This is an optimization exercise on Yosys and OpenROAD, whose aim is small area, not a production implementation.
At most, simulation tests tie the RTL to the original design; equivalence was not proved.
Only the layout flow was run in run 5; the RTL was not checked for function there.
Power and IR drop assume default switching activity.

**config.mk**
```make
export PLATFORM = sky130hd
export DESIGN_NAME = MazeRunner
export DESIGN_NICKNAME = MazeRunner
export VERILOG_FILES = /design/flow/design.v
export SDC_FILE = /design/flow/constraint.sdc
export NUM_CORES = 4
export LEC_CHECK = 0
export CAP_MARGIN = 20
export CORE_MARGIN = 2
export CORE_UTILIZATION = 40
export PLACE_DENSITY = 0.6
export SLEW_MARGIN = 20
```
**constraint.sdc**
```tcl
create_clock -name core_clock -period 10.0 [get_ports {clk}]
set_input_delay 2.0000 -clock core_clock [delete_from_list [all_inputs] [get_ports {clk}]]
set_output_delay 2.0000 -clock core_clock [all_outputs]
set_load 0.01 [all_outputs]
```
**design.v**
```verilog
module rst_synch(clk, rst_n, RST_n);
  input RST_n, clk;
  output rst_n;
  reg ff1, ff2;
  always_ff @(negedge clk, negedge RST_n)
    if (!RST_n) begin
      ff1 <= 1'b0;
      ff2 <= 1'b0;
    end else begin
      ff1 <= 1'b1;
      ff2 <= ff1;
    end
  assign rst_n = ff2;
endmodule
module mtr_drv(clk, rst_n, lft_duty, rght_duty, DIRL, DIRR, PWML, PWMR);
  input clk, rst_n;
  input [11:0] lft_duty, rght_duty;
  output PWML, PWMR, DIRL, DIRR;
  reg [10:0] cnt;
  reg PWML, PWMR;
  assign DIRR = rght_duty[11];
  assign DIRL = lft_duty[11];
  wire [10:0] abs_rght = DIRR ? ~rght_duty[10:0] : rght_duty[10:0];
  wire [10:0] abs_lft  = DIRL ? ~lft_duty[10:0]  : lft_duty[10:0];
  always_ff @(posedge clk, negedge rst_n)
    if (!rst_n) begin
      cnt  <= 11'h000;
      PWMR <= 1'b0;
      PWML <= 1'b0;
    end else begin
      cnt  <= cnt + 1'b1;
      PWMR <= cnt < abs_rght;
      PWML <= cnt < abs_lft;
    end
endmodule
module IR_intf(clk, rst_n, MISO, SS_n, SCLK, MOSI, IR_en, line_present, error, err_vld);
  input clk, rst_n, MISO;
  output SS_n, SCLK, MOSI, IR_en;
  output reg line_present;
  output reg [15:0] error;
  output err_vld;
  localparam [2:0] IDLE = 3'd0, WAIT_TMR = 3'd1, SETTLE = 3'd2, START = 3'd3, CONV = 3'd4;
  reg [2:0] state;
  reg [13:0] tmr;		 
  reg [2:0] chnnl;
  reg [11:0] sh;		 
  reg flag;			 
  reg acc;			 
  reg [11:0] r0, r1, r2, r3;	 
  reg [11:0] l0, l1, l2;	 
  wire s_idle   = (state == IDLE);
  wire s_wait   = (state == WAIT_TMR);
  wire s_settle = (state == SETTLE);
  wire s_start  = (state == START);
  wire s_conv   = (state == CONV);
  wire gap   = ~tmr[9] & ~tmr[8];
  wire xfer  = s_conv & ~gap;
  wire w2    = s_conv & gap & tmr[0] & ~tmr[11];	 
  wire cmplt = s_conv & gap & tmr[0] & tmr[11];	 
  wire last  = &chnnl;
  wire ir_vld = cmplt & last;
  wire smpl  = xfer & (tmr[4:0] == 5'b01111);
  assign SS_n = ~xfer;
  assign SCLK = ~xfer | tmr[4];
  assign MOSI = ((tmr[8:5] == 4'd2) & chnnl[2]) | ((tmr[8:5] == 4'd3) & chnnl[1]) | ((tmr[8:5] == 4'd4) & chnnl[0]);
  assign IR_en = s_settle | s_start | (s_conv & ~ir_vld);
  always_ff @(posedge clk, negedge rst_n)
    if (!rst_n)
      state <= IDLE;
    else case (state)
      IDLE:     state <= WAIT_TMR;
      WAIT_TMR: if (&tmr) state <= SETTLE;
      SETTLE:   if (&tmr[10:0]) state <= START;
      START:    state <= CONV;
      CONV:     if (cmplt) state <= last ? IDLE : START;
      default:  state <= IDLE;
    endcase
  always_ff @(posedge clk)
    if (s_idle)
      tmr <= 14'h0000;
    else if (s_start)
      tmr <= 14'h01F7;
    else if (w2)
      tmr <= 14'h05F7;
    else
      tmr <= tmr + 1'b1;
  always_ff @(posedge clk)
    if (s_settle)
      chnnl <= 3'b000;
    else if (cmplt)
      chnnl <= chnnl + 1'b1;
  always_ff @(posedge clk)
    if (smpl)
      sh <= {sh[10:0], ~MISO};
  wire gt = (sh > 12'h040);
  always_ff @(posedge clk, negedge rst_n)
    if (!rst_n)
      flag <= 1'b0;
    else if (cmplt)
      flag <= gt | (flag & ~last);
  always_ff @(posedge clk, negedge rst_n)
    if (!rst_n)
      line_present <= 1'b0;
    else if (ir_vld)
      line_present <= flag;
  wire [3:0] selp = tmr[3:0] + 1'b1;
  wire [2:0] sel = s_idle ? 3'd0 : selp[3:1];
  wire en = acc & (s_idle | (s_wait & tmr[0]));
  assign err_vld = acc & s_wait & (tmr[3:1] == 3'b111);
  wire sub = sel[0];
  always_ff @(posedge clk, negedge rst_n)
    if (!rst_n)
      acc <= 1'b0;
    else if (ir_vld)
      acc <= 1'b1;
    else if (err_vld)
      acc <= 1'b0;
  wire shift_r = (cmplt & ~chnnl[2]) | (en & ~sub);
  wire shift_l = (cmplt & chnnl[2] & ~last) | (en & sub);
  always_ff @(posedge clk)
    if (shift_r) begin
      r0 <= r1; r1 <= r2; r2 <= r3; r3 <= sh;
    end
  always_ff @(posedge clk)
    if (shift_l) begin
      l0 <= l1; l1 <= l2; l2 <= sh;
    end
  wire [11:0] x = sub ? l0 : r0;
  reg [14:0] xs;
  always_comb
    case (sel[2:1])
      2'd0: xs = {3'b000, x};
      2'd1: xs = {2'b00, x, 1'b0};
      2'd2: xs = {1'b0, x, 2'b00};
      default: xs = {x, 3'b000};
    endcase
  wire [15:0] op = {1'b0, xs} ^ {16{sub}};
  always_ff @(posedge clk)
    if (ir_vld)
      error <= 16'h0000;
    else if (en)
      error <= error + op + sub;
endmodule
module PID(lft_speed, rght_speed, moving, error, err_vld, go, line_present, clk, rst_n);
	output [11:0] lft_speed;
	output [11:0] rght_speed;
	output wire moving;
	input [15:0] error;
	input err_vld, go, line_present;
	input clk, rst_n;
	reg [4:0] frwrd;
	always_ff @(posedge clk, negedge rst_n)
		if (!rst_n)
			frwrd <= 5'h00;
		else if (!go)
			frwrd <= 5'h00;
		else if (err_vld && ~&frwrd[4:3])
			frwrd <= frwrd + 1'b1;
	assign moving = frwrd > 5'd4;
	wire [10:0] err_sat = (!error[15] && |error[14:10]) ? 11'h3ff :
	                      (error[15] && ~&error[14:10]) ? 11'h400 :
	                      error[10:0];
	reg [10:0] err_sat_flopped, prev_err;
	always_ff @(posedge clk)
		if (err_vld) begin
			err_sat_flopped <= err_sat;
			prev_err <= err_sat_flopped;
		end
	wire [10:0] D_diff = err_sat - prev_err;
	wire [7:0] D_diff_sat = (!D_diff[10] && |D_diff[9:7]) ? 8'h7f :
	                        (D_diff[10] && ~&D_diff[9:7]) ? 8'h80 :
	                        D_diff[7:0];
	reg [15:0] integrator;
	reg prev_line;
	wire [15:0] ext_err_sat = {{5{err_sat[10]}}, err_sat};
	wire [15:0] temp_sum = integrator + ext_err_sat;
	wire overflow = (ext_err_sat[15] == integrator[15]) && (ext_err_sat[15] != temp_sum[15]);
	wire res_sel = (~prev_line & line_present) | ~go | ~moving;
	always_ff @(posedge clk) begin
		prev_line <= line_present;
		if (res_sel)
			integrator <= 16'h0000;
		else if (err_vld && !overflow)
			integrator <= temp_sum;
	end
	wire [14:0] P_term = {{4{err_sat[10]}}, err_sat} * 15'd6;
	wire [14:0] D_term = {{7{D_diff_sat[7]}}, D_diff_sat} * 15'd56;
	wire [14:0] I_term = {{5{integrator[15]}}, integrator[15:6]};
	wire [14:0] PID_sum = P_term + I_term + D_term;
	reg [11:0] PID_q;
	always_ff @(posedge clk)
		PID_q <= PID_sum[14:3];
	wire [11:0] PID = go ? PID_q : 12'h000;
	wire [11:0] F = {2'b00, frwrd, 5'b00000};
	assign lft_speed  = moving ? F + PID : F;
	assign rght_speed = moving ? F - PID : F;
endmodule
module cmd_proc(clk,rst_n,BMPL_n,BMPR_n,go,err_opn_lp,line_present,buzz,RX);
input clk,rst_n,BMPL_n,BMPR_n,RX,line_present;
output logic go;
output logic buzz;
output logic [10:0] err_opn_lp;
reg [12:0] baud_cnt;
reg [3:0] bit_cnt;
reg [7:0] rx_data;
reg RX_meta, RX_stable, RX_prev;
reg rx_busy;
reg rx_rdy;
wire rx_start = ~rx_busy & ~RX_stable & RX_prev;
wire rx_shift = (baud_cnt == 13'h1458);
wire rx_done = rx_busy & (bit_cnt == 4'h9);
always_ff @(posedge clk) begin
	RX_meta <= RX;
	RX_stable <= RX_meta;
	RX_prev <= RX_stable;
end
always_ff @(posedge clk)
	if (rx_start | rx_shift)
		baud_cnt <= 13'h0000;
	else
		baud_cnt <= baud_cnt + 1'b1;
always_ff @(posedge clk)
	if (rx_start)
		bit_cnt <= 4'h0;
	else if (rx_shift)
		bit_cnt <= bit_cnt + 1'b1;
always_ff @(posedge clk)
	if (rx_shift & ~bit_cnt[3])
		rx_data <= {RX_stable, rx_data[7:1]};
always_ff @(posedge clk, negedge rst_n)
	if (!rst_n)
		rx_busy <= 1'b0;
	else if (rx_start)
		rx_busy <= 1'b1;
	else if (rx_done)
		rx_busy <= 1'b0;
always_ff @(posedge clk, negedge rst_n)
	if (!rst_n)
		rx_rdy <= 1'b0;
	else
		rx_rdy <= rx_done;
reg [15:0] cmd;
reg byte2;
reg cmd_rdy;
logic cap_cmd;
always_ff @(posedge clk)
	if (rx_rdy)
		cmd <= {cmd[7:0], rx_data};
always_ff @(posedge clk, negedge rst_n)
	if (!rst_n)
		byte2 <= 1'b0;
	else if (rx_rdy)
		byte2 <= ~byte2;
always_ff @(posedge clk, negedge rst_n)
	if (!rst_n)
		cmd_rdy <= 1'b0;
	else if (cap_cmd)
		cmd_rdy <= 1'b0;
	else if (rx_rdy & byte2)
		cmd_rdy <= 1'b1;
localparam [2:0] IDLE = 3'd0, READY = 3'd1, VEER = 3'd2, LP1 = 3'd3, LP2 = 3'd4, RST_LP = 3'd5, BUZZ = 3'd6;
reg [2:0] state;
reg [15:0] cmd_shft_reg;
reg last_veer_right;
reg [20:0] tmr;
reg [14:0] buzz_cntr;
logic nxt_cmd, en_buzz, rst_tmr;
logic [2:0] next_state;
wire bump = ~BMPL_n | ~BMPR_n;
wire REV_tmr1 = tmr[19] & tmr[17];	 
wire REV_tmr2 = tmr[20];		 
always_ff @(posedge clk)
	if (cap_cmd)
		cmd_shft_reg <= cmd;
	else if (nxt_cmd)
		cmd_shft_reg <= {2'b00, cmd_shft_reg[15:2]};
always_ff @(posedge clk, negedge rst_n)
	if (!rst_n)
		last_veer_right <= 1'b0;
	else if (nxt_cmd)
		last_veer_right <= cmd_shft_reg[0];
always_ff @(posedge clk)
	if (rst_tmr)
		tmr <= 21'h000000;
	else
		tmr <= tmr + 1'b1;
always_ff @(posedge clk, negedge rst_n)
	if (!rst_n)
		buzz_cntr <= 15'h0000;
	else if (en_buzz)
		buzz_cntr <= buzz_cntr + 1'b1;
assign buzz = buzz_cntr[14];
always_ff @(posedge clk, negedge rst_n)
	if (!rst_n)
		state <= IDLE;
	else
		state <= next_state;
always_comb begin
	next_state = state;
	nxt_cmd = 0;
	cap_cmd = 0;
	err_opn_lp = 11'h000;
	go = 0;
	rst_tmr = 0;
	en_buzz = 0;
	case (state)
	IDLE: if (cmd_rdy && line_present) begin
			next_state = READY;
			cap_cmd = 1;
			go = 1;
		end
	READY: begin
		rst_tmr = 1;
		if (line_present) begin
			if (bump) begin
				en_buzz = 1;
				next_state = BUZZ;
			end else
				go = 1;
		end else if (cmd_shft_reg[1:0] == 2'b11)
			next_state = LP1;
		else if (|cmd_shft_reg[1:0]) begin
			go = 1;
			next_state = VEER;
		end else
			next_state = IDLE;
	end
	VEER: begin
		go = 1;
		err_opn_lp = cmd_shft_reg[0] ? 11'h340 : 11'h4c0;
		if (line_present) begin
			nxt_cmd = 1;
			next_state = READY;
		end
	end
	LP1: if (!REV_tmr1) begin
			go = 1;
			err_opn_lp = last_veer_right ? 11'h1e0 : 11'h620;
		end else begin
			rst_tmr = 1;
			next_state = LP2;
		end
	LP2: begin
		go = 1;
		if (!REV_tmr2)
			err_opn_lp = last_veer_right ? 11'h480 : 11'h380;
		else
			next_state = RST_LP;
	end
	RST_LP: begin
		go = 1;
		if (line_present) begin
			nxt_cmd = 1;
			next_state = READY;
		end
	end
	BUZZ: if (bump)
			en_buzz = 1;
		else
			next_state = READY;
	default: next_state = IDLE;
	endcase
end
endmodule
module MazeRunner(clk,RST_n,SS_n,MOSI,MISO,SCLK,PWMR,PWML,
                  DIRR,DIRL,IR_EN,BMPL_n,BMPR_n,buzz,
				  buzz_n,RX,LED);
  input clk;		 
  input RST_n;		 
  output SS_n;		 
  output MOSI;		 
  output SCLK;		 
  input MISO;		 
  output PWMR;		 
  output PWML;		 
  output DIRR;		 
  output DIRL;		 
  output IR_EN;		 
  input BMPL_n;		 
  input BMPR_n;		 
  output buzz;		 
  output buzz_n;
  input RX;			 
  output [7:0] LED;	 
  wire rst_n;
  wire line_present, err_vld, go, moving;
  wire [15:0] err_raw;
  wire [10:0] err_opn_lp;
  wire [11:0] lft_spd, rght_spd;
  rst_synch iRST(.clk(clk), .RST_n(RST_n), .rst_n(rst_n));
  mtr_drv iDRV(.clk(clk), .rst_n(rst_n), .lft_duty(lft_spd), .rght_duty(rght_spd),
               .DIRL(DIRL), .DIRR(DIRR), .PWML(PWML), .PWMR(PWMR));
  IR_intf iINTF(.clk(clk), .rst_n(rst_n), .MISO(MISO), .SS_n(SS_n), .SCLK(SCLK), .MOSI(MOSI),
                .IR_en(IR_EN), .line_present(line_present), .error(err_raw), .err_vld(err_vld));
  cmd_proc iCMDPROC(.clk(clk), .rst_n(rst_n), .BMPL_n(BMPL_n), .BMPR_n(BMPR_n), .go(go),
                    .err_opn_lp(err_opn_lp), .line_present(line_present), .buzz(buzz), .RX(RX));
  assign buzz_n = ~buzz;
  wire [15:0] error = line_present ? err_raw : {{5{err_opn_lp[10]}}, err_opn_lp};
  PID iPID(.clk(clk), .rst_n(rst_n), .lft_speed(lft_spd), .rght_speed(rght_spd), .moving(moving),
           .error(error), .err_vld(err_vld), .go(go), .line_present(line_present));
  assign LED = 8'h00;
endmodule
```
**run.sh**
```bash
#!/bin/bash
# synth_recipe.tcl (not shown) runs the flow's synth.tcl, then flattens the netlist and writes it again
# the make line also repeats each setting of config.mk as NAME=value (left out here)
make -C /OpenROAD-flow-scripts/flow DESIGN_CONFIG=/design/flow/config.mk WORK_HOME=/design/flow/orfs CLKGATE_MAP_FILE= SYNTH_SCRIPT=/design/flow/synth_recipe.tcl finish
```
==> results of run 1 <==
==> cells in the final DEF, fill, tap and decap left out, types with 8 or more instances in the layout <==
master / instances
nand2_1: 168
clkinv_2: 8
a21o_1: 29
a211oi_1: 8
xor2_1: 63
inv_1: 100
o21bai_1: 18
nor2_1: 149
a22o_1: 12
nand4_1: 21
nor2b_1: 12
xnor2_1: 107
o211ai_1: 8
ha_1: 118
o21ai_0: 51
dfxtp_1: 103
mux2i_1: 31
a31oi_1: 12
fa_1: 22
dfrtp_1: 47
clkdlybuf4s50_1: 15
buf_4: 16
and2_1: 16
conb_1: 9
edfxtp_1: 158
clkbuf_16: 35
nand2b_1: 13
a21oi_1: 108
or3_1: 12
nor3_1: 29
and3_1: 19
nand3_1: 42
==> cells by family (layout without fill, tap and decap cells) <==
logic type	Yosys count	count (layout)	share of synthesized area, %
flip-flops	310	310	47.5
adder cells (fa/ha/maj)	140	140	11.3
XOR/XNOR	170	170	8.81
other	2	10	0.0444
AO/OA/AOI/OAI	324	324	12.4
multiplexers	34	34	2.04
buffers and inverters	159	197	3.85
AND/OR/NAND/NOR	512	512	14.0
==> worst max-delay path, delay by kind of cell, from the launching register on <==
kind	cells	cell delay, ns
compound gates	13	3.41
fa+ha+maj	7	2.54
simple gates	7	0.97
buf+inv	5	0.69
flops	1	0.62
xor+xnor	3	0.47
==> power groups by stage <==
stage	Sequential [mW]	Combinational, mW	Clock [mW]
global route	1.52	2.50	1.38
floorplan	1.50	1.82	0
CTS	1.51	2.20	1.34
finish	1.51	2.18	1.30
detailed placement	1.54	2.18	0
global placement	1.53	2.13	0
==> cells in the mapped netlist, types with 22 or more instances <==
library cell / number
nand3_1: 42
o21ai_0: 53
clkbuf_1: 38
xor2_1: 63
a21o_1: 29
nand2_1: 168
fa_1: 22
dfrtp_1: 47
ha_1: 118
dfxtp_1: 103
mux2i_1: 31
nor3_1: 29
xnor2_1: 107
a21oi_1: 108
edfxtp_1: 158
inv_1: 100
nor2_1: 149
==> through the flow <==
| stage | instances | instance area [sq um] | hold WS, ns | utilization (%) | power [mW] |
|---|---|---|---|---|---|
| floorplan | 1658 | 16900 | 0.292 | - | 3.31 |
| global placement | 2170 | 17600 | 0.296 | 42.1 | 3.67 |
| detailed placement | 2170 | 17600 | 0.301 | 42.1 | 3.72 |
| CTS | 2234 | 18800 | 0.301 | 44.9 | 5.05 |
| global route | 2235 | 18800 | 0.311 | 45.0 | 5.40 |
| finish | 2236 | 18800 | 0.299 | 45.0 | 4.99 |
==> worst max-delay path by stage <==
stage	start	endpoint	slack (ns)	cells after the start
after global placement	iINTF.line_present$_DFFE_PN0P_	iPID.PID_q[11]$_DFF_P_	1.42	35
final	iINTF.line_present$_DFFE_PN0P_	iPID.PID_q[11]$_DFF_P_	1.17	35
after floorplan	iINTF.line_present$_DFFE_PN0P_	iPID.PID_q[11]$_DFF_P_	2.18	36
after detailed placement	iINTF.line_present$_DFFE_PN0P_	iPID.PID_q[11]$_DFF_P_	1.18	35
after CTS	iINTF.line_present$_DFFE_PN0P_	iPID.PID_q[11]$_DFF_P_	1.16	35
after global routing	iINTF.line_present$_DFFE_PN0P_	iPID.PID_q[11]$_DFF_P_	0.12	35
==> metal layers <==
layer	wire length, um	vias to the layer above	GRT usage (%)
met1	16000	5414	20.9
met2	15600	159	26.7
met4	1320	0	7.26
li1	-	5858	-
met3	1200	71	2.71
met5	0	-	0
==> area by class of cell <==
| class | count | area (sq um) | area share, % |
|---|---|---|---|
| Sequential cell | 310 | 8030 | 42.7 |
| Clock inverter | 21 | 226 | 1.20 |
| Antenna cell | 1 | 2.50 | 0.0133 |
| Inverter | 101 | 379 | 2.01 |
| Multi-Input combinational cell | 1189 | 8270 | 43.9 |
| Timing Repair Buffer | 32 | 298 | 1.58 |
| Tap cell | 539 | 674 | 3.58 |
| Clock buffer | 43 | 946 | 5.02 |
==> impl_metrics.toml, run 1 <==
[outcome]
status = "timing/DRC/antenna clean"

[worst_setup_path]
r2r_end = "iPID.PID_q[11]$_DFF_P_"
critPathArrivalTime_ns = 9.25
crit_required_ns = 10.42
startpoint_type = "flop"
crit_slowest_cell = "a311oi_1"
r2r-start = "iINTF.line_present$_DFFE_PN0P_"
critPathCaptureType = "flop"
cp_max_fo = 15
rrSetupSlack_ns = 1.17
slowest_delay_ns = 0.63
criticalPathCategory = "reg2reg"
rr_worst_depth = 35

[layout]
syn_to_final_growth_pct = 11.4
nNetsFinal = 1815
top_register = "iCMDPROC.tmr"
fillers = 3927
largest_reg_flops = 21
drive_above_1_share_pct = 5.72

[power_and_ir_drop]
power_switching_mw = 1.82
pwr-share-comb_pct = 43.6
clkPwrFrac_pct = 26.1
ir_worst_vdd_uv = 227
switching_share_pct = 36.5
p_int_mw = 3.16
leakagePower_nw = 7.83
p_per_area_nw_per_um2 = 265
pwr-share-seq_pct = 30.3

[placement]
place.gp.congestion = 0.861
io_buffers = 15
pre_cts_slack_ns = 1.18
hpwlAfterDp_um = 24900

[floorplan]
num_rows = 75
dieArea_sq_um = 43900
die_y_um = 210
core_sq_um = 41900
die_w_um = 210
start_util_pct = 40.4
io_pins = 24

[timing]
finalHoldViolations = 0
finalSetupViolations = 0
worst_slew_pin_slew_ns = 0.976
period_needed_ns = 8.83
fmax_ghz = 0.113
rsz0062_at_grt = "false"
drv_slew = 0
finClkSkew_ns = 0.0213
postLayoutSetupSlackWorst_ns = 1.17
relSlewSlack_pct = 34.3
setup-tns-final_ns = 0
fin_crit_sh_pct = 88.3

[synthesis]
yosysSeqAreaShare_pct = 47.5
synth.avg_cell_area_sq_um = 10.2
synth.area.top_cells = "edfxtp_1, dfxtp_1, ha_1"
post_synth_inst_count = 1651
yosys.cell_types.count = 73
synth-edff-count = 158
synth_flop_cell = "edfxtp_1"
netlist_area_sq_um = 16900
synth_area_leader_cell = "edfxtp_1"
synth_top_area_share_pct = 28.1
async_flop_share_pct = 15.8
ys_ff_latch = 310
ys_warn_count = 5

[worst_hold_path]
hold_start = "iRST.ff1$_DFF_NN0_"
hold_depth = 0
whs_endpoint = "iRST.ff2$_DFF_NN0_"
hp-class = "reg2reg"

[route]
drtPass1Iterations = 6
drc_errors = 0
viasPerCell = 5.14
drt-wirelength-per-cell_um = 15.3
routed_wl_um = 34100
ant_nets = 0
via_count = 11502
drt_iter0_markers = 661

[clocking]
postCtsSetupBuffers = 0
numCtsBuffers = 35
cts_sinks = 310
clk_pin_slew_ns = 0.05
cts_buffer_depth = 3
htree_levels = 2
worstSkewPairLatency_ns = 0.56
cts_hold_buffers = 0
cts_resized = 0
cts-root-buf = "clkbuf_16"
cts_tree = "done"

[flow_run]
cap_violations = 0

[grt]
grt_pass1_wl_um = 57800
grt_use_total_pct = 16.2
grt_pass1_vias = 11510
grt_overflow = 0
grt_max_degree = 49
grt_antenna_before_repair = 1
==> run 2, diff against run 1 <==
--- a/design.v
+++ b/design.v
@@ -46,8 +46,7 @@
   reg [11:0] sh;		 
   reg flag;			 
   reg acc;			 
-  reg [11:0] r0, r1, r2, r3;	 
-  reg [11:0] l0, l1, l2;	 
+  reg [11:0] ring [0:6];
   wire s_idle   = (state == IDLE);
   wire s_wait   = (state == WAIT_TMR);
   wire s_settle = (state == SETTLE);
@@ -115,17 +114,13 @@
       acc <= 1'b1;
     else if (err_vld)
       acc <= 1'b0;
-  wire shift_r = (cmplt & ~chnnl[2]) | (en & ~sub);
-  wire shift_l = (cmplt & chnnl[2] & ~last) | (en & sub);
-  always_ff @(posedge clk)
-    if (shift_r) begin
-      r0 <= r1; r1 <= r2; r2 <= r3; r3 <= sh;
-    end
-  always_ff @(posedge clk)
-    if (shift_l) begin
-      l0 <= l1; l1 <= l2; l2 <= sh;
-    end
-  wire [11:0] x = sub ? l0 : r0;
+  wire wr = s_start & (chnnl != 3'd0);
+  always_ff @(posedge clk) begin
+    ring[0] <= ring[1]; ring[1] <= ring[2]; ring[2] <= ring[3];
+    ring[3] <= ring[4]; ring[4] <= ring[5]; ring[5] <= ring[6];
+    ring[6] <= wr ? sh : ring[0];
+  end
+  wire [11:0] x = (sel == 3'd7) ? sh : ring[0];
   reg [14:0] xs;
   always_comb
     case (sel[2:1])
@@ -207,18 +202,19 @@
 reg rx_busy;
 reg rx_rdy;
 wire rx_start = ~rx_busy & ~RX_stable & RX_prev;
-wire rx_shift = (baud_cnt == 13'h1458);
+wire rx_shift = &baud_cnt;
 wire rx_done = rx_busy & (bit_cnt == 4'h9);
 always_ff @(posedge clk) begin
 	RX_meta <= RX;
 	RX_stable <= RX_meta;
 	RX_prev <= RX_stable;
 end
+localparam [12:0] BAUD_SEED = 13'h1475;
 always_ff @(posedge clk)
 	if (rx_start | rx_shift)
-		baud_cnt <= 13'h0000;
+		baud_cnt <= BAUD_SEED;
 	else
-		baud_cnt <= baud_cnt + 1'b1;
+		baud_cnt <= {baud_cnt[11:0], baud_cnt[12] ^ baud_cnt[11] ^ baud_cnt[10] ^ baud_cnt[7]};
 always_ff @(posedge clk)
 	if (rx_start)
 		bit_cnt <= 4'h0;
@@ -234,11 +230,8 @@
 		rx_busy <= 1'b1;
 	else if (rx_done)
 		rx_busy <= 1'b0;
-always_ff @(posedge clk, negedge rst_n)
-	if (!rst_n)
-		rx_rdy <= 1'b0;
-	else
-		rx_rdy <= rx_done;
+always_ff @(posedge clk)
+	rx_rdy <= rx_done;
 reg [15:0] cmd;
 reg byte2;
 reg cmd_rdy;
@@ -263,12 +256,16 @@
 reg [15:0] cmd_shft_reg;
 reg last_veer_right;
 reg [20:0] tmr;
-reg [14:0] buzz_cntr;
+reg [13:0] buzz_cntr;
+reg buzz_q;
 logic nxt_cmd, en_buzz, rst_tmr;
 logic [2:0] next_state;
 wire bump = ~BMPL_n | ~BMPR_n;
-wire REV_tmr1 = tmr[19] & tmr[17];	 
-wire REV_tmr2 = tmr[20];		 
+localparam [20:0] TMR_SEED1 = 21'h1530aa;
+localparam [20:0] TMR_SEED2 = 21'h155400;
+wire tmr_done = &tmr;
+wire REV_tmr1 = tmr_done;
+wire REV_tmr2 = tmr_done;
 always_ff @(posedge clk)
 	if (cap_cmd)
 		cmd_shft_reg <= cmd;
@@ -281,15 +278,20 @@
 		last_veer_right <= cmd_shft_reg[0];
 always_ff @(posedge clk)
 	if (rst_tmr)
-		tmr <= 21'h000000;
+		tmr <= (state == LP1) ? TMR_SEED2 : TMR_SEED1;
 	else
-		tmr <= tmr + 1'b1;
+		tmr <= {tmr[19:0], tmr[20] ^ tmr[18]};
+wire buzz_z = ~|buzz_cntr[12:0];
 always_ff @(posedge clk, negedge rst_n)
-	if (!rst_n)
-		buzz_cntr <= 15'h0000;
-	else if (en_buzz)
-		buzz_cntr <= buzz_cntr + 1'b1;
-assign buzz = buzz_cntr[14];
+	if (!rst_n) begin
+		buzz_cntr <= 14'h0000;
+		buzz_q <= 1'b0;
+	end else if (en_buzz) begin
+		buzz_cntr <= {buzz_cntr[12:0], buzz_cntr[13] ^ buzz_cntr[12] ^ buzz_cntr[11] ^ buzz_cntr[1] ^ buzz_z};
+		if (buzz_z & buzz_cntr[13])
+			buzz_q <= ~buzz_q;
+	end
+assign buzz = buzz_q;
 always_ff @(posedge clk, negedge rst_n)
 	if (!rst_n)
 		state <= IDLE;
--- a/config.mk
+++ b/config.mk
@@ -8,5 +8,8 @@
 export CAP_MARGIN = 20
 export CORE_MARGIN = 2
 export CORE_UTILIZATION = 40
+export CTS_BUF_LIST = sky130_fd_sc_hd__clkbuf_16
+export CTS_CLUSTER_DIAMETER = 100
+export CTS_CLUSTER_SIZE = 30
 export PLACE_DENSITY = 0.6
 export SLEW_MARGIN = 20
==> impl_metrics.toml, run 2 <==
[layout]
antenna_cells = 0
fillers = 3735
nNetsFinal = 1777
layout_common_cells = "dfxtp_1, nand2_1, nor2_1"
multiInputGateArea_sq_um = 8050
top_register = "iINTF.ring"
largest_reg_flops = 84
syn_to_final_growth_pct = 7.38
drive_above_1_share_pct = 5.23
layout_commonest_cell = "dfxtp_1"
regArea_sq_um = 7190
reg_top3 = "iINTF.ring (84), iCMDPROC.tmr (21)"
final_area_sq_um = 17000
finalNonFillerCells = 2161

[route]
viasPerCell = 5.11
drc_errors = 0
routed_wl_um = 31100
via_count = 11043
drt-wirelength-per-cell_um = 14.4
ant_nets = 0
drtPass1Iterations = 5
drt_iter0_markers = 638

[placement]
place.gp.congestion = 0.870
numPlacedInstances = 2136
dpl_cell_area_sq_um = 16500
io_buffers = 15
hpwlAfterDp_um = 22900

[timing]
finClkSkew_ns = 0.0300
hold_ws_ns = 0.303
finalSetupViolations = 0
fin_crit_sh_pct = 84.6
finalHoldViolations = 0
worst_slew_pin_slew_ns = 1.04
relSlewSlack_pct = 30.9
fmax_ghz = 0.118
setup-tns-final_ns = 0
drv_slew = 0
period_needed_ns = 8.46
rsz0062_at_grt = "false"

[grt]
grt_pass1_vias = 10477
grt_antenna_before_repair = 0
grt_overflow = 0
grt_use_total_pct = 15.0
grt_pass1_wl_um = 51900
grt_max_degree = 47

[clocking]
cts_buffer_depth = 3
numCtsBuffers = 15
clk_pin_slew_ns = 0.12
cts_hold_buffers = 0
postCtsSetupBuffers = 0
cts-root-buf = "clkbuf_16"
cts_resized = 0
worstSkewPairLatency_ns = 0.52
htree_levels = 1
cts_tree = "done"
cts_sinks = 310

[worst_setup_path]
cp-startpoint = "iINTF.line_present$_DFFE_PN0P_"
cp_top_family = "compound AO/OA/AOI/OAI gates"
critPathCaptureType = "flop"
crit_required_ns = 10.43
critPathArrivalTime_ns = 8.89
criticalPathCategory = "reg2reg"
crit_slowest_cell = "dfrtp_1"
slowest_delay_ns = 0.72
cp_max_fo = 19
r2r-start = "iINTF.line_present$_DFFE_PN0P_"
crit_buf_inv = 3
startpoint_type = "flop"

[power_and_ir_drop]
ir_worst_vdd_uv = 149
leakagePower_nw = 7.18
p_per_area_nw_per_um2 = 124
power_mw = 2.10

[synthesis]
ys_ff_latch = 310
synth-edff-count = 74
netlist_top_cells_count = "dfxtp_1, nand2_1, nor2_1"
synth_area_leader_cell = "dfxtp_1"
ys_warn_count = 6
yosysMostFrequentCell = "dfxtp_1"
synth.area.top_cells = "dfxtp_1, edfxtp_1, ha_1"
yosys.cell_types.count = 77
post_synth_inst_count = 1633
async_flop_share_pct = 15.5
yosysSeqAreaShare_pct = 45.5
synth.avg_cell_area_sq_um = 9.68
netlist_area_sq_um = 15800
synth_flop_cell = "dfxtp_1"
synth_top_area_share_pct = 23.8

[floorplan]
io_pins = 24
core_sq_um = 38800
die_y_um = 203
die_w_um = 203
start_util_pct = 40.7
num_rows = 72
dieArea_sq_um = 41100

[outcome]
status = "timing/DRC/antenna clean"

[worst_hold_path]
hp-class = "reg2reg"
hold_start = "iRST.ff1$_DFF_NN0_"

[flow_run]
cap_violations = 0
run 2: cell types whose count changed after synthesis, moves of 11 or more:
cell / delta
a21oi_1: +17
a22o_1: -11
dfxtp_1: +85
edfxtp_1: -84
mux2_2: +21
mux2i_1: -16
nor2b_1: +12
o21ai_0: +21
xnor2_1: -18
xor2_1: -26
run 2: through the flow:
step / utilization [%] / worst slack (ns)
6_report: 43.7 / 1.54
4_1_cts: 43.7 / 1.55
3_5_place_dp: 42.5 / 1.63
2_1_floorplan: - / 2.59
3_3_place_gp: 42.5 / 1.74
5_1_grt: 43.7 / 0.820
run 2: where the power goes:
part           switching, mW  leakage (nW)  internal [mW]
sequential            0.0272          2.73           1.32
combinational         0.0278          4.21         0.0365
clock                  0.400         0.243          0.289
total                  0.455          7.18           1.65
run 2: cell families after synthesis:
logic type	count (synthesis)	share of synthesized area [%]
compound gates	373	14.9
xor+xnor	126	6.98
fa+ha+maj	136	11.9
buf+inv	151	3.81
flops	310	45.5
mux	39	2.66
other cells	2	0.0475
simple gates	496	14.2
run 2: routing by layer:
| metal | global-route usage, % | share of wire [%] | up-vias | routed length [um] |
|---|---|---|---|---|
| met5 | 0 | 0 | - | 0 |
| met4 | 2.76 | 1.4 | 0 | 421 |
| met3 | 1.54 | 2.9 | 31 | 906 |
| met2 | 25.8 | 47 | 158 | 14800 |
| met1 | 20.7 | 48 | 5181 | 15000 |
| li1 | - | - | 5673 | - |
run 2: final cells by class:
cell class,instances,share of cell area [%]
multi-input cells,1179,47.4
flip-flops and latches,310,42.3
well taps,518,3.82
clock buffers,15,2.21
inverters,98,2.17
repair buffers,31,1.59
clock inverters,10,0.472
run 2: final timing paths:
check | cells past startpoint | slack [ns] | to
setup / recovery | 32 | 1.54 | iPID.PID_q[10]$_DFF_P_
hold / removal | 0 | 0.30 | iRST.ff2$_DFF_NN0_
setup reg to reg | 32 | 1.54 | iPID.PID_q[10]$_DFF_P_
hold reg to reg | 0 | 0.30 | iRST.ff2$_DFF_NN0_
max in group asynchronous | 1 | 3.33 | iRST.ff2$_DFF_NN0_
min in group asynchronous | 1 | 5.40 | iCMDPROC.state[2]$_DFFE_PN0P_
==> run 3, diff against run 2 <==
--- a/config.mk
+++ b/config.mk
@@ -8,8 +8,5 @@
 export CAP_MARGIN = 20
 export CORE_MARGIN = 2
 export CORE_UTILIZATION = 40
-export CTS_BUF_LIST = sky130_fd_sc_hd__clkbuf_16
-export CTS_CLUSTER_DIAMETER = 100
-export CTS_CLUSTER_SIZE = 30
 export PLACE_DENSITY = 0.6
 export SLEW_MARGIN = 20
==> impl_metrics.toml, run 3 <==
[worst_setup_path]
startpoint_type = "flop"
criticalPathCategory = "reg2reg"
slowest_delay_ns = 0.69
critPathCaptureType = "flop"
crit_slowest_cell = "dfrtp_1"
crit_required_ns = 10.44
cp_max_fo = 19
critPathArrivalTime_ns = 8.86

[grt]
grt_max_degree = 47
grt_use_total_pct = 15.5
grt_antenna_before_repair = 0
grt_pass1_wl_um = 53000
grt_overflow = 0
grt_pass1_vias = 10755

[synthesis]
yosysMostFrequentCell = "dfxtp_1"
synth.area.top_cells = "dfxtp_1, edfxtp_1, ha_1"
netlist_area_sq_um = 15800
yosysSeqAreaShare_pct = 45.5
netlist_top_cells_count = "dfxtp_1, nand2_1, nor2_1"
synth_top_area_share_pct = 23.8
ys_ff_latch = 310
synth_flop_cell = "dfxtp_1"
post_synth_inst_count = 1633
synth_area_leader_cell = "dfxtp_1"
synth-edff-count = 74
yosys.cell_types.count = 77
async_flop_share_pct = 15.5
synth.avg_cell_area_sq_um = 9.68
ys_warn_count = 6

[flow_run]
cap_violations = 0

[floorplan]
start_util_pct = 40.7
io_pins = 24
die_w_um = 203
core_sq_um = 38800
dieArea_sq_um = 41100
num_rows = 72
die_y_um = 203

[layout]
top_register = "iINTF.ring"
fillers = 3677
drive_above_1_share_pct = 7.15
fin_util_pct = 45.5
antenna_cells = 0
reg_top3 = "iINTF.ring (84), iCMDPROC.tmr (21)"
largest_reg_flops = 84
nNetsFinal = 1796
finalNonFillerCells = 2197
layout_commonest_cell = "dfxtp_1"
multiInputGateArea_sq_um = 8050
layout_common_cells = "dfxtp_1, nand2_1, nor2_1"
syn_to_final_growth_pct = 11.8
regArea_sq_um = 7190

[clocking]
cts-root-buf = "clkbuf_16"
postCtsSetupBuffers = 0
cts_sinks = 310
numCtsBuffers = 34
cts_hold_buffers = 0
worstSkewPairLatency_ns = 0.53
htree_levels = 2
cts_tree = "done"
clk_pin_slew_ns = 0.06
cts_buffer_depth = 3
cts_resized = 0

[timing]
finalHoldViolations = 0
drv_slew = 0
fmax_ghz = 0.119
period_needed_ns = 8.42
setup-tns-final_ns = 0
fin_crit_sh_pct = 84.2
finalSetupViolations = 0
hold_ws_ns = 0.301
rsz0062_at_grt = "false"
worst_slew_pin_slew_ns = 1.04
relSlewSlack_pct = 30.4
finClkSkew_ns = 0.0284

[route]
drt-wirelength-per-cell_um = 14.4
viasPerCell = 5.10
drt_iter0_markers = 637
drc_errors = 0
via_count = 11196
routed_wl_um = 31700
drtPass1Iterations = 5
ant_nets = 0

[power_and_ir_drop]
p_per_area_nw_per_um2 = 152
ir_worst_vdd_uv = 172
power_mw = 2.68
leakagePower_nw = 7.50

[placement]
hpwlAfterDp_um = 22900
place.gp.congestion = 0.870
numPlacedInstances = 2136
io_buffers = 15

[worst_hold_path]
hp-class = "reg2reg"

[outcome]
status = "timing/DRC/antenna clean"
[run 3: cell types whose count changed in the layout (fill, tap and decap cells not counted), sizes merged]
cell | previous run | this run
clkbuf | 15 | 44
clkinv | 1 | 9
inv | 107 | 101
bufinv | 0 | 3
clkinvlp | 0 | 2
[run 3: path summary, 6_finish.rpt]
| check | from | cells after the start | slack, ns | endpoint |
|---|---|---|---|---|
| max | iINTF.line_present$_DFFE_PN0P_ | 32 | 1.58 | iPID.PID_q[10]$_DFF_P_ |
| min | iRST.ff1$_DFF_NN0_ | 0 | 0.30 | iRST.ff2$_DFF_NN0_ |
| max reg2reg | iINTF.line_present$_DFFE_PN0P_ | 32 | 1.58 | iPID.PID_q[10]$_DFF_P_ |
| min reg2reg | iRST.ff1$_DFF_NN0_ | 0 | 0.30 | iRST.ff2$_DFF_NN0_ |
| max in group asynchronous | RST_n | 1 | 3.32 | iRST.ff2$_DFF_NN0_ |
| min in group asynchronous | iRST.ff2$_DFF_NN0_ | 1 | 5.40 | iCMDPROC.buzz_q$_DFFE_PN0P_ |
[run 3: stage by stage]
stage          instance area (sq um)  worst slack, ns
6_report                       17700             1.58
5_1_grt                        17700            0.858
4_1_cts                        17700             1.57
3_5_place_dp                   16500             1.63
3_3_place_gp                   16500             1.74
2_1_floorplan                  15800             2.59
[run 3: per-layer routing]
metal	up-vias	share of wire (%)	global-route usage, %
met5	-	0	0
met4	0	2.0	4.35
met3	45	3.4	2.25
met2	173	47	25.9
met1	5243	48	20.9
li1	5735	-	-
[run 3: cell type report]
cell class | instances | share of cell area (%)
multi-input combinational | 1179 | 45.6
sequential | 310 | 40.7
clock buffer | 44 | 5.38
tap | 518 | 3.67
inverter | 98 | 2.08
timing repair buffer | 31 | 1.53
clock inverter | 17 | 1.11
[run 3: cell families (layout without fill, tap and decap cells)]
family / Yosys count / after routing / share of synthesized area, %
and+or+nand+nor: 496 / 496 / 14.2
other: 2 / 9 / 0.0475
adders and majority gates: 136 / 136 / 11.9
buffers and inverters: 151 / 190 / 3.81
AOI/OAI and AO/OA: 373 / 373 / 14.9
xor gates and xnor gates: 126 / 126 / 6.98
muxes: 39 / 39 / 2.66
DFF: 310 / 310 / 45.5
[run 3: worst max-delay path, delay by kind of cell, from the launching register on]
family / cells / cell delay [ns]
fa+ha+maj: 6 / 2.28
flops: 1 / 0.69
xor+xnor: 3 / 0.62
simple gates: 5 / 0.89
buf+inv: 3 / 0.46
compound gates: 15 / 3.39
[run 3: power breakdown]
part | switching (mW) | internal (mW) | total [mW]
sequential | 0.0273 | 1.32 | 1.35
combinational | 0.0278 | 0.0365 | 0.0643
clock | 0.504 | 0.759 | 1.26
total | 0.559 | 2.12 | 2.68
==> run 4, diff against run 3 <==
--- a/design.v
+++ b/design.v
@@ -22,17 +22,61 @@
   assign DIRL = lft_duty[11];
   wire [10:0] abs_rght = DIRR ? ~rght_duty[10:0] : rght_duty[10:0];
   wire [10:0] abs_lft  = DIRL ? ~lft_duty[10:0]  : lft_duty[10:0];
+  wire [10:0] cnt_inc;
+  wire lt_r, lt_l;
+  inc #(11) iCNT(.a(cnt), .s(cnt_inc));
+  ltu #(11) iLTR(.a(cnt), .b(abs_rght), .lt(lt_r));
+  ltu #(11) iLTL(.a(cnt), .b(abs_lft), .lt(lt_l));
   always_ff @(posedge clk, negedge rst_n)
     if (!rst_n) begin
       cnt  <= 11'h000;
       PWMR <= 1'b0;
       PWML <= 1'b0;
     end else begin
-      cnt  <= cnt + 1'b1;
-      PWMR <= cnt < abs_rght;
-      PWML <= cnt < abs_lft;
+      cnt  <= cnt_inc;
+      PWMR <= lt_r;
+      PWML <= lt_l;
     end
 endmodule
+module rca #(parameter W = 8) (input [W-1:0] a, input [W-1:0] b, input ci, output [W-1:0] s, output co);
+  wire [W:0] c;
+  assign c[0] = ci;
+  genvar i;
+  generate
+    for (i = 0; i < W; i = i + 1) begin : bit_
+      assign s[i] = a[i] ^ b[i] ^ c[i];
+      assign c[i+1] = (a[i] & b[i]) | (a[i] & c[i]) | (b[i] & c[i]);
+    end
+  endgenerate
+  assign co = c[W];
+endmodule
+module inc #(parameter W = 8) (input [W-1:0] a, output [W-1:0] s);
+  wire [W:0] c;
+  assign c[0] = 1'b1;
+  genvar i;
+  generate
+    for (i = 0; i < W; i = i + 1) begin : bit_
+      assign s[i] = a[i] ^ c[i];
+      assign c[i+1] = a[i] & c[i];
+    end
+  endgenerate
+endmodule
+module ltu #(parameter W = 8) (input [W-1:0] a, input [W-1:0] b, output lt);
+  wire [W:0] c;
+  assign c[0] = 1'b0;
+  genvar i;
+  generate
+    for (i = 0; i < W; i = i + 1) begin : bit_
+      assign c[i+1] = (~a[i] & b[i]) | (~a[i] & c[i]) | (b[i] & c[i]);
+    end
+  endgenerate
+  assign lt = c[W];
+endmodule
+module csa #(parameter W = 8) (input [W-1:0] a, input [W-1:0] b, input [W-1:0] c, output [W-1:0] s, output [W-1:0] cy);
+  assign s = a ^ b ^ c;
+  wire [W-1:0] m = (a & b) | (a & c) | (b & c);
+  assign cy = {m[W-2:0], 1'b0};
+endmodule
 module IR_intf(clk, rst_n, MISO, SS_n, SCLK, MOSI, IR_en, line_present, error, err_vld);
   input clk, rst_n, MISO;
   output SS_n, SCLK, MOSI, IR_en;
@@ -74,6 +118,8 @@
       CONV:     if (cmplt) state <= last ? IDLE : START;
       default:  state <= IDLE;
     endcase
+  wire [13:0] tmr_inc;
+  inc #(14) iTMR(.a(tmr), .s(tmr_inc));
   always_ff @(posedge clk)
     if (s_idle)
       tmr <= 14'h0000;
@@ -82,16 +128,16 @@
     else if (w2)
       tmr <= 14'h05F7;
     else
-      tmr <= tmr + 1'b1;
+      tmr <= tmr_inc;
   always_ff @(posedge clk)
     if (s_settle)
       chnnl <= 3'b000;
     else if (cmplt)
-      chnnl <= chnnl + 1'b1;
+      chnnl <= {chnnl[2] ^ (chnnl[1] & chnnl[0]), chnnl[1] ^ chnnl[0], ~chnnl[0]};
   always_ff @(posedge clk)
     if (smpl)
       sh <= {sh[10:0], ~MISO};
-  wire gt = (sh > 12'h040);
+  wire gt = (|sh[11:7]) | (sh[6] & (|sh[5:0]));
   always_ff @(posedge clk, negedge rst_n)
     if (!rst_n)
       flag <= 1'b0;
@@ -102,8 +148,8 @@
       line_present <= 1'b0;
     else if (ir_vld)
       line_present <= flag;
-  wire [3:0] selp = tmr[3:0] + 1'b1;
-  wire [2:0] sel = s_idle ? 3'd0 : selp[3:1];
+  wire [2:0] selp = {tmr[3] ^ (tmr[2] & tmr[1]), tmr[2] ^ tmr[1], ~tmr[1]};
+  wire [2:0] sel = s_idle ? 3'd0 : selp;
   wire en = acc & (s_idle | (s_wait & tmr[0]));
   assign err_vld = acc & s_wait & (tmr[3:1] == 3'b111);
   wire sub = sel[0];
@@ -130,11 +176,14 @@
       default: xs = {x, 3'b000};
     endcase
   wire [15:0] op = {1'b0, xs} ^ {16{sub}};
+  wire [15:0] err_nxt;
+  wire err_co;
+  rca #(16) iACC(.a(error), .b(op), .ci(sub), .s(err_nxt), .co(err_co));
   always_ff @(posedge clk)
     if (ir_vld)
       error <= 16'h0000;
     else if (en)
-      error <= error + op + sub;
+      error <= err_nxt;
 endmodule
 module PID(lft_speed, rght_speed, moving, error, err_vld, go, line_present, clk, rst_n);
 	output [11:0] lft_speed;
@@ -150,8 +199,10 @@
 		else if (!go)
 			frwrd <= 5'h00;
 		else if (err_vld && ~&frwrd[4:3])
-			frwrd <= frwrd + 1'b1;
-	assign moving = frwrd > 5'd4;
+			frwrd <= frwrd_inc;
+	wire [4:0] frwrd_inc;
+	inc #(5) iFRW(.a(frwrd), .s(frwrd_inc));
+	assign moving = frwrd[4] | frwrd[3] | (frwrd[2] & (frwrd[1] | frwrd[0]));
 	wire [10:0] err_sat = (!error[15] && |error[14:10]) ? 11'h3ff :
 	                      (error[15] && ~&error[14:10]) ? 11'h400 :
 	                      error[10:0];
@@ -161,14 +212,18 @@
 			err_sat_flopped <= err_sat;
 			prev_err <= err_sat_flopped;
 		end
-	wire [10:0] D_diff = err_sat - prev_err;
+	wire [10:0] D_diff;
+	wire d_co;
+	rca #(11) iDD(.a(err_sat), .b(~prev_err), .ci(1'b1), .s(D_diff), .co(d_co));
 	wire [7:0] D_diff_sat = (!D_diff[10] && |D_diff[9:7]) ? 8'h7f :
 	                        (D_diff[10] && ~&D_diff[9:7]) ? 8'h80 :
 	                        D_diff[7:0];
 	reg [15:0] integrator;
 	reg prev_line;
 	wire [15:0] ext_err_sat = {{5{err_sat[10]}}, err_sat};
-	wire [15:0] temp_sum = integrator + ext_err_sat;
+	wire [15:0] temp_sum;
+	wire i_co;
+	rca #(16) iINT(.a(integrator), .b(ext_err_sat), .ci(1'b0), .s(temp_sum), .co(i_co));
 	wire overflow = (ext_err_sat[15] == integrator[15]) && (ext_err_sat[15] != temp_sum[15]);
 	wire res_sel = (~prev_line & line_present) | ~go | ~moving;
 	always_ff @(posedge clk) begin
@@ -178,17 +233,26 @@
 		else if (err_vld && !overflow)
 			integrator <= temp_sum;
 	end
-	wire [14:0] P_term = {{4{err_sat[10]}}, err_sat} * 15'd6;
-	wire [14:0] D_term = {{7{D_diff_sat[7]}}, D_diff_sat} * 15'd56;
+	wire [14:0] e15 = {{4{err_sat[10]}}, err_sat};
 	wire [14:0] I_term = {{5{integrator[15]}}, integrator[15:6]};
-	wire [14:0] PID_sum = P_term + I_term + D_term;
+	wire [14:0] u_s, u_c, u;
+	wire u_co;
+	csa #(15) iU1(.a({e15[12:0], 2'b00}), .b({e15[13:0], 1'b0}), .c(I_term), .s(u_s), .cy(u_c));
+	rca #(15) iU2(.a(u_s), .b(u_c), .ci(1'b0), .s(u), .co(u_co));
+	wire [11:0] d12 = {{4{D_diff_sat[7]}}, D_diff_sat};
+	wire [11:0] v_s, v_c, PID_s;
+	wire v_co;
+	csa #(12) iV1(.a(u[14:3]), .b({d12[8:0], 3'b000}), .c(~d12), .s(v_s), .cy(v_c));
+	rca #(12) iV2(.a(v_s), .b(v_c), .ci(1'b1), .s(PID_s), .co(v_co));
 	reg [11:0] PID_q;
 	always_ff @(posedge clk)
-		PID_q <= PID_sum[14:3];
+		PID_q <= PID_s;
 	wire [11:0] PID = go ? PID_q : 12'h000;
 	wire [11:0] F = {2'b00, frwrd, 5'b00000};
-	assign lft_speed  = moving ? F + PID : F;
-	assign rght_speed = moving ? F - PID : F;
+	wire [11:0] PIDm = moving ? PID : 12'h000;
+	wire l_co, r_co;
+	rca #(12) iL(.a(F), .b(PIDm), .ci(1'b0), .s(lft_speed), .co(l_co));
+	rca #(12) iR(.a(F), .b(~PIDm), .ci(1'b1), .s(rght_speed), .co(r_co));
 endmodule
 module cmd_proc(clk,rst_n,BMPL_n,BMPR_n,go,err_opn_lp,line_present,buzz,RX);
 input clk,rst_n,BMPL_n,BMPR_n,RX,line_present;
@@ -219,7 +283,7 @@
 	if (rx_start)
 		bit_cnt <= 4'h0;
 	else if (rx_shift)
-		bit_cnt <= bit_cnt + 1'b1;
+		bit_cnt <= {bit_cnt[3] ^ (&bit_cnt[2:0]), bit_cnt[2] ^ (&bit_cnt[1:0]), bit_cnt[1] ^ bit_cnt[0], ~bit_cnt[0]};
 always_ff @(posedge clk)
 	if (rx_shift & ~bit_cnt[3])
 		rx_data <= {RX_stable, rx_data[7:1]};
--- a/config.mk
+++ b/config.mk
@@ -7,6 +7,9 @@
 export LEC_CHECK = 0
 export CAP_MARGIN = 20
 export CORE_MARGIN = 2
-export CORE_UTILIZATION = 40
-export PLACE_DENSITY = 0.6
+export CORE_UTILIZATION = 70
+export CTS_BUF_LIST = sky130_fd_sc_hd__clkbuf_16
+export CTS_CLUSTER_DIAMETER = 60
+export CTS_CLUSTER_SIZE = 30
+export PLACE_DENSITY = 0.8
 export SLEW_MARGIN = 20
==> impl_metrics.toml, run 4 <==
[outcome]
status = "timing/DRC/antenna clean"

[floorplan]
io_pins = 24
die_y_um = 149
start_util_pct = 71.8
dieArea_sq_um = 22100
num_rows = 52
die_w_um = 149
core_sq_um = 20400

[clocking]
numCtsBuffers = 19
cts_buffer_depth = 3
worstSkewPairLatency_ns = 0.53
clk_pin_slew_ns = 0.07
cts_tree = "done"
cts_sinks = 310
cts_hold_buffers = 0
htree_levels = 1
cts-root-buf = "clkbuf_16"

[timing]
finClkSkew_ns = 0.0408
finalHoldViolations = 0
period_needed_ns = 9.70
drv_slew = 0
fin_crit_sh_pct = 97.0
finalSetupViolations = 0
setup-tns-final_ns = 0
fmax_ghz = 0.103
postLayoutSetupSlackWorst_ns = 0.304
worst_slew_pin_slew_ns = 1.03
relSlewSlack_pct = 30.8
rsz0062_at_grt = "false"

[synthesis]
synth.area.top_cells = "dfxtp_1, edfxtp_1, fa_1"
netlist_area_sq_um = 14700
netlist_top_cells_count = "dfxtp_1, inv_1, nor2_1"
synth-edff-count = 74
synth_xor_area_share_pct = 4.70
synth_top_area_share_pct = 25.7
synth_top_family_by_area = "adder cells"
ys_ff_latch = 310
yosys.cell_types.count = 73
synth_area_leader_cell = "dfxtp_1"
synthMuxAreaShare_pct = 4.64
synth.avg_cell_area_sq_um = 11.2
ys_warn_count = 6
yosysSeqAreaShare_pct = 49.0
synth_flop_cell = "dfxtp_1"
synth_compound_area_share_pct = 10.7
synth-simple-area-share_pct = 9.86
post_synth_inst_count = 1314
synthAdderAreaFrac_pct = 15.7
yosysMostFrequentCell = "dfxtp_1"
async_flop_share_pct = 15.5

[placement]
io_buffers = 15
hpwlAfterDp_um = 19300
pre_cts_slack_ns = -0.289
numPlacedInstances = 1579
place.gp.congestion = 0.922

[power_and_ir_drop]
power_mw = 2.25
ir_worst_vdd_uv = 209
leakagePower_nw = 6.73
p_per_area_nw_per_um2 = 142

[layout]
fin_util_pct = 77.8
finalNonFillerCells = 1616
top_register = "iINTF.ring"
antenna_cells = 0
largest_reg_flops = 84
reg_top3 = "iINTF.ring (84), iCMDPROC.tmr (21)"
nNetsFinal = 1474
syn_to_final_growth_pct = 8.39
layout_common_cells = "dfxtp_1, inv_1, nor2_1"
layout_commonest_cell = "dfxtp_1"
drive_above_1_share_pct = 10.9

[grt]
grt_overflow = 0
grt_pass1_wl_um = 45400
grt_use_total_pct = 25.4
grt_antenna_before_repair = 0
grt_max_degree = 47
grt_pass1_vias = 9514

[route]
routed_wl_um = 27200
viasPerCell = 5.79
drc_errors = 0
drt-wirelength-per-cell_um = 16.8
drtPass1Iterations = 5
drt_iter0_markers = 614
via_count = 9361
ant_nets = 0

[worst_setup_path]
criticalPathCategory = "in2out"
critPathArrivalTime_ns = 7.70
startpoint_type = "input port"
crit_required_ns = 8.00
cp_max_fo = 7
critPathCaptureType = "output port"

[flow_run]
cap_violations = 0

[worst_hold_path]
hp-class = "reg2reg"
run 4: cell count changes after synthesis, moves of 13 or more:
cell | previous run | this run
inv_1 | 98 | 140
fa_1 | 24 | 84
xor2_1 | 37 | 15
a21oi_1 | 125 | 42
mux2_2 | 24 | 48
a211oi_1 | 15 | 31
o21bai_1 | 14 | 1
ha_1 | 112 | 50
xnor2_1 | 89 | 31
nand2_1 | 174 | 77
o21ai_0 | 74 | 51
nor2_1 | 148 | 116
a21o_1 | 36 | 8
run 4: cells by family (layout without fill, tap and decap cells):
group           Yosys count  in the layout
compound gates          235            235
flops                   310            310
simple gates            314            314
other cells               2              9
xor+xnor                 59             59
buf+inv                 198            223
mux                      62             62
fa+ha+maj               134            134
run 4: area by class of cell:
type	count	area, sq um
Sequential cell	310	7190
Multi-Input combinational cell	813	6780
Fill cell	1341	4530
Inverter	141	529
Clock buffer	19	475
Timing Repair Buffer	49	405
Tap cell	270	338
Clock inverter	14	184
run 4: critical path, stage by stage:
cell and delay, ns:
clkdlybuf4s50_1 0.56, nand3_1 0.12, a21boi_1 0.16, o221a_4 0.31
a21oi_1 0.34, nand2_1 0.15, ha_1 0.20, ha_1 0.18
ha_1 0.18, ha_1 0.17, inv_1 0.07, fa_1 0.17
inv_1 0.05, fa_1 0.41, fa_1 0.42, fa_1 0.42
fa_1 0.40, ha_1 0.22, xnor2_1 0.25, clkinv_1 0.33
clkdlybuf4s50_1 0.57
run 4: report_power, final:
group	internal, mW	switching [mW]	leakage (nW)	total (mW)
clock network	0.395	0.459	0.323	0.853
logic	0.0345	0.0257	3.74	0.0602
registers	1.32	0.0239	2.67	1.34
run 4: repair_timing:
item / in CTS / in global routing
endpoints found under the setup margin: 2 / 2
endpoints found under the hold margin: 0 / 0
setup buffers: 4 / 0
resized for setup: 5 / 11
pin swaps: 1 / 2
run 4: per-layer routing:
layer  share of wire [%]  up-vias  global-route usage [%]
met4                 2.6        0                    8.29
met2                  50      267                    43.8
li1                    -     4480                       -
met1                  43     4564                    33.9
met3                 4.4       50                    3.36
met5                   0        -                       0
run 4: metrics by stage:
| stage | cell area [sq um] | hold slack (ns) |
|---|---|---|
| 6_report | 15900 | 0.298 |
| 5_1_grt | 15900 | 0.312 |
| 4_1_cts | 15900 | 0.304 |
| 3_5_place_dp | 15200 | 0.303 |
| 3_3_place_gp | 15200 | 0.295 |
| 2_1_floorplan | 14700 | 0.292 |
run 4: final timing paths:
kind / startpoint / endpoint / slack [ns] / cells after the start
setup / recovery: BMPR_n / DIRR / 0.30 / 21
hold / removal: iRST.ff1$_DFF_NN0_ / iRST.ff2$_DFF_NN0_ / 0.30 / 0
setup reg to reg: iINTF.error[13]$_SDFFE_PP0P_ / iPID.PID_q[11]$_DFF_P_ / 0.41 / 36
hold reg to reg: iRST.ff1$_DFF_NN0_ / iRST.ff2$_DFF_NN0_ / 0.30 / 0
max in group asynchronous: RST_n / iRST.ff1$_DFF_NN0_ / 3.35 / 1
min in group asynchronous: iRST.ff2$_DFF_NN0_ / iCMDPROC.buzz_cntr[3]$_DFFE_PN0P_ / 5.42 / 1
==> run 5, diff against run 4 <==
--- a/design.v
+++ b/design.v
@@ -161,12 +161,13 @@
     else if (err_vld)
       acc <= 1'b0;
   wire wr = s_start & (chnnl != 3'd0);
+  wire use_sh = wr | (acc & (sel == 3'd7));
+  wire [11:0] x = use_sh ? sh : ring[0];
   always_ff @(posedge clk) begin
     ring[0] <= ring[1]; ring[1] <= ring[2]; ring[2] <= ring[3];
     ring[3] <= ring[4]; ring[4] <= ring[5]; ring[5] <= ring[6];
-    ring[6] <= wr ? sh : ring[0];
+    ring[6] <= x;
   end
-  wire [11:0] x = (sel == 3'd7) ? sh : ring[0];
   reg [14:0] xs;
   always_comb
     case (sel[2:1])
@@ -193,10 +194,8 @@
 	input err_vld, go, line_present;
 	input clk, rst_n;
 	reg [4:0] frwrd;
-	always_ff @(posedge clk, negedge rst_n)
-		if (!rst_n)
-			frwrd <= 5'h00;
-		else if (!go)
+	always_ff @(posedge clk)
+		if (!go)
 			frwrd <= 5'h00;
 		else if (err_vld && ~&frwrd[4:3])
 			frwrd <= frwrd_inc;
--- a/config.mk
+++ b/config.mk
@@ -5,6 +5,7 @@
 export SDC_FILE = /design/flow/constraint.sdc
 export NUM_CORES = 4
 export LEC_CHECK = 0
+export ABC_AREA = 1
 export CAP_MARGIN = 20
 export CORE_MARGIN = 2
 export CORE_UTILIZATION = 70
==> impl_metrics.toml, run 5 <==
[outcome]
status = "timing/DRC/antenna clean"

[timing]
drv_slew = 0
finalSetupViolations = 0
fin_crit_sh_pct = 97.3
hold_ws_ns = 0.296
finClkSkew_ns = 0.0282
period_needed_ns = 9.73
relSlewSlack_pct = 30.7
fmax_ghz = 0.103
postLayoutSetupSlackWorst_ns = 0.268
finalHoldViolations = 0
setup-tns-final_ns = 0
worst_slew_pin_slew_ns = 1.04

[worst_setup_path]
startpoint_type = "flop"
cp_top_family = "adder cells"
rrSetupSlack_ns = 0.27
rr_worst_depth = 40
r2r-start = "iCMDPROC.state[1]$_DFFE_PN0P_"
crit_top_cell = "fa_2"
crit_buf_inv = 5
crit_slowest_cell = "fa_1"
critPathCaptureType = "flop"
critPathArrivalTime_ns = 10.14
criticalPathCategory = "reg2reg"
r2r_end = "iPID.PID_q[11]$_DFF_P_"
cp_max_fo = 5
slowest_delay_ns = 0.44
crit_required_ns = 10.41

[synthesis]
netlist_top_cells_count = "inv_1, nand2_1, dfxtp_1"
yosysSeqAreaShare_pct = 50.5
synth-edff-count = 74
yosysMostFrequentCell = "inv_1"
ys_warn_count = 6
ys_ff_latch = 310
synth.avg_cell_area_sq_um = 10.1
async_flop_share_pct = 13.9
netlist_area_sq_um = 14200
yosys.cell_types.count = 56
post_synth_inst_count = 1397
synth_flop_cell = "dfxtp_1"
synth.area.top_cells = "dfxtp_1, edfxtp_1, fa_1"
synth_area_leader_cell = "dfxtp_1"
synth_top_area_share_pct = 27.3

[floorplan]
dieArea_sq_um = 21400
io_pins = 24
die_w_um = 146
start_util_pct = 70.7
num_rows = 52
core_sq_um = 20000
die_y_um = 146

[route]
drt_iter0_markers = 530
via_count = 9004
drt-wirelength-per-cell_um = 14.2
ant_nets = 0
drc_errors = 0
viasPerCell = 5.25
drtPass1Iterations = 5
routed_wl_um = 24400

[power_and_ir_drop]
p_per_area_nw_per_um2 = 148
ir_worst_vdd_uv = 162
leakagePower_nw = 7.15

[worst_hold_path]
hp-class = "reg2reg"
whs_endpoint = "iRST.ff2$_DFF_NN0_"
hold_depth = 0
hold_start = "iRST.ff1$_DFF_NN0_"

[layout]
finalNonFillerCells = 1716
fillers = 1303
drive_above_1_share_pct = 12.2
layout_common_cells = "inv_1, nand2_1, dfxtp_1"
largest_reg_flops = 84
reg_top3 = "iINTF.ring (84), iCMDPROC.tmr (21)"
nNetsFinal = 1571
layout_commonest_cell = "inv_1"
syn_to_final_growth_pct = 9.58
final_area_sq_um = 15500
top_register = "iINTF.ring"
antenna_cells = 0

[placement]
pre_cts_slack_ns = -0.232
place.gp.congestion = 0.878
numPlacedInstances = 1672
io_buffers = 15
hpwlAfterDp_um = 17300
dpl_cell_area_sq_um = 14600

[clocking]
cts_buffer_depth = 3
cts_sinks = 310
clk_pin_slew_ns = 0.09
numCtsBuffers = 21
cts_tree = "done"
cts-root-buf = "clkbuf_16"
cts_hold_buffers = 0
worstSkewPairLatency_ns = 0.54
htree_levels = 1

[flow_run]
cap_violations = 0

[grt]
grt_antenna_before_repair = 0
grt_max_degree = 42
grt_use_total_pct = 23.9
grt_pass1_wl_um = 42000
grt_pass1_vias = 9051
grt_overflow = 0
[run 5: cell types whose count changed after synthesis, sizes merged, moves of 12 or more]
cell    delta
a211oi    -30
nor2b     -19
nor2      -29
and2      -16
nand3     +16
a22oi     -12
nand2    +140
inv      +142
o21ai     +48
xnor3     -12
a21oi     +12
mux2      -29
clkbuf    -28
mux2i     -14
[run 5: timing repair]
action,4_1_cts,5_1_grt
resized for setup,14,16
buffers inserted,3,3
cloned,0,0
pin swaps,2,15
endpoints found under the setup margin,2,2
endpoints found under the hold margin,0,0
[run 5: final cells by class]
class,count,area (sq um),area share (%)
clock inverters,17,205,1.32
flip-flops and latches,310,7170,46.2
clock buffers,21,526,3.38
multi-input cells,779,5910,38.1
well taps,270,338,2.18
repair buffers,36,312,2.01
inverters,283,1070,6.87
[run 5: cells by family after synthesis]
group	Yosys count	share of synthesized area [%]
AOI/OAI and AO/OA	193	7.91
adders and majority gates	134	16.3
muxes	19	1.51
other	2	0.0530
xor gates and xnor gates	47	3.22
and+or+nand+nor	377	11.6
DFF	310	50.5
buffers and inverters	315	8.83
[run 5: metrics by stage]
step / utilization, % / total power [mW]
after floorplan: - / 1.41
after global placement: 73.1 / 1.42
after detailed placement: 73.1 / 1.42
after CTS: 77.1 / 2.31
after global routing: 77.5 / 2.37
final: 77.5 / 2.29
[run 5: worst max-delay path by stage]
stage,cells past startpoint,end,slack [ns],from
finish,40,iPID.PID_q[11]$_DFF_P_,0.27,iCMDPROC.state[1]$_DFFE_PN0P_
floorplan,45,iPID.PID_q[11]$_DFF_P_,0.05,iCMDPROC.tmr[8]$_SDFF_PP0_
global route,45,iPID.PID_q[11]$_DFF_P_,-0.1,iCMDPROC.tmr[14]$_DFF_P_
global placement,40,iPID.PID_q[11]$_DFF_P_,0.12,iCMDPROC.state[1]$_DFFE_PN0P_
detailed placement,40,iPID.PID_q[11]$_DFF_P_,-0.23,iCMDPROC.state[1]$_DFFE_PN0P_
CTS,45,iPID.PID_q[11]$_DFF_P_,0.02,iCMDPROC.tmr[10]$_DFF_P_
[run 5: worst reg2reg max path, delay by kind of cell, from the launching register on]
family | cells | cell delay [ns]
and+or+nand+nor | 6 | 0.65
adders and majority gates | 21 | 6.88
DFF | 1 | 0.40
xor gates and xnor gates | 3 | 0.54
AOI/OAI and AO/OA | 5 | 0.72
buffers and inverters | 5 | 0.41
[run 5: power by group]
part	internal, mW	switching (mW)
sequential	1.31	0.0184
combinational	0.0308	0.0324
clock	0.422	0.476
[run 5: layer usage]
layer | track usage, % | share of wire [%]
met1 | 31.5 | 43
met2 | 41.6 | 50
met3 | 3.03 | 3.8
met4 | 8.01 | 3.3
met5 | 0 | 0
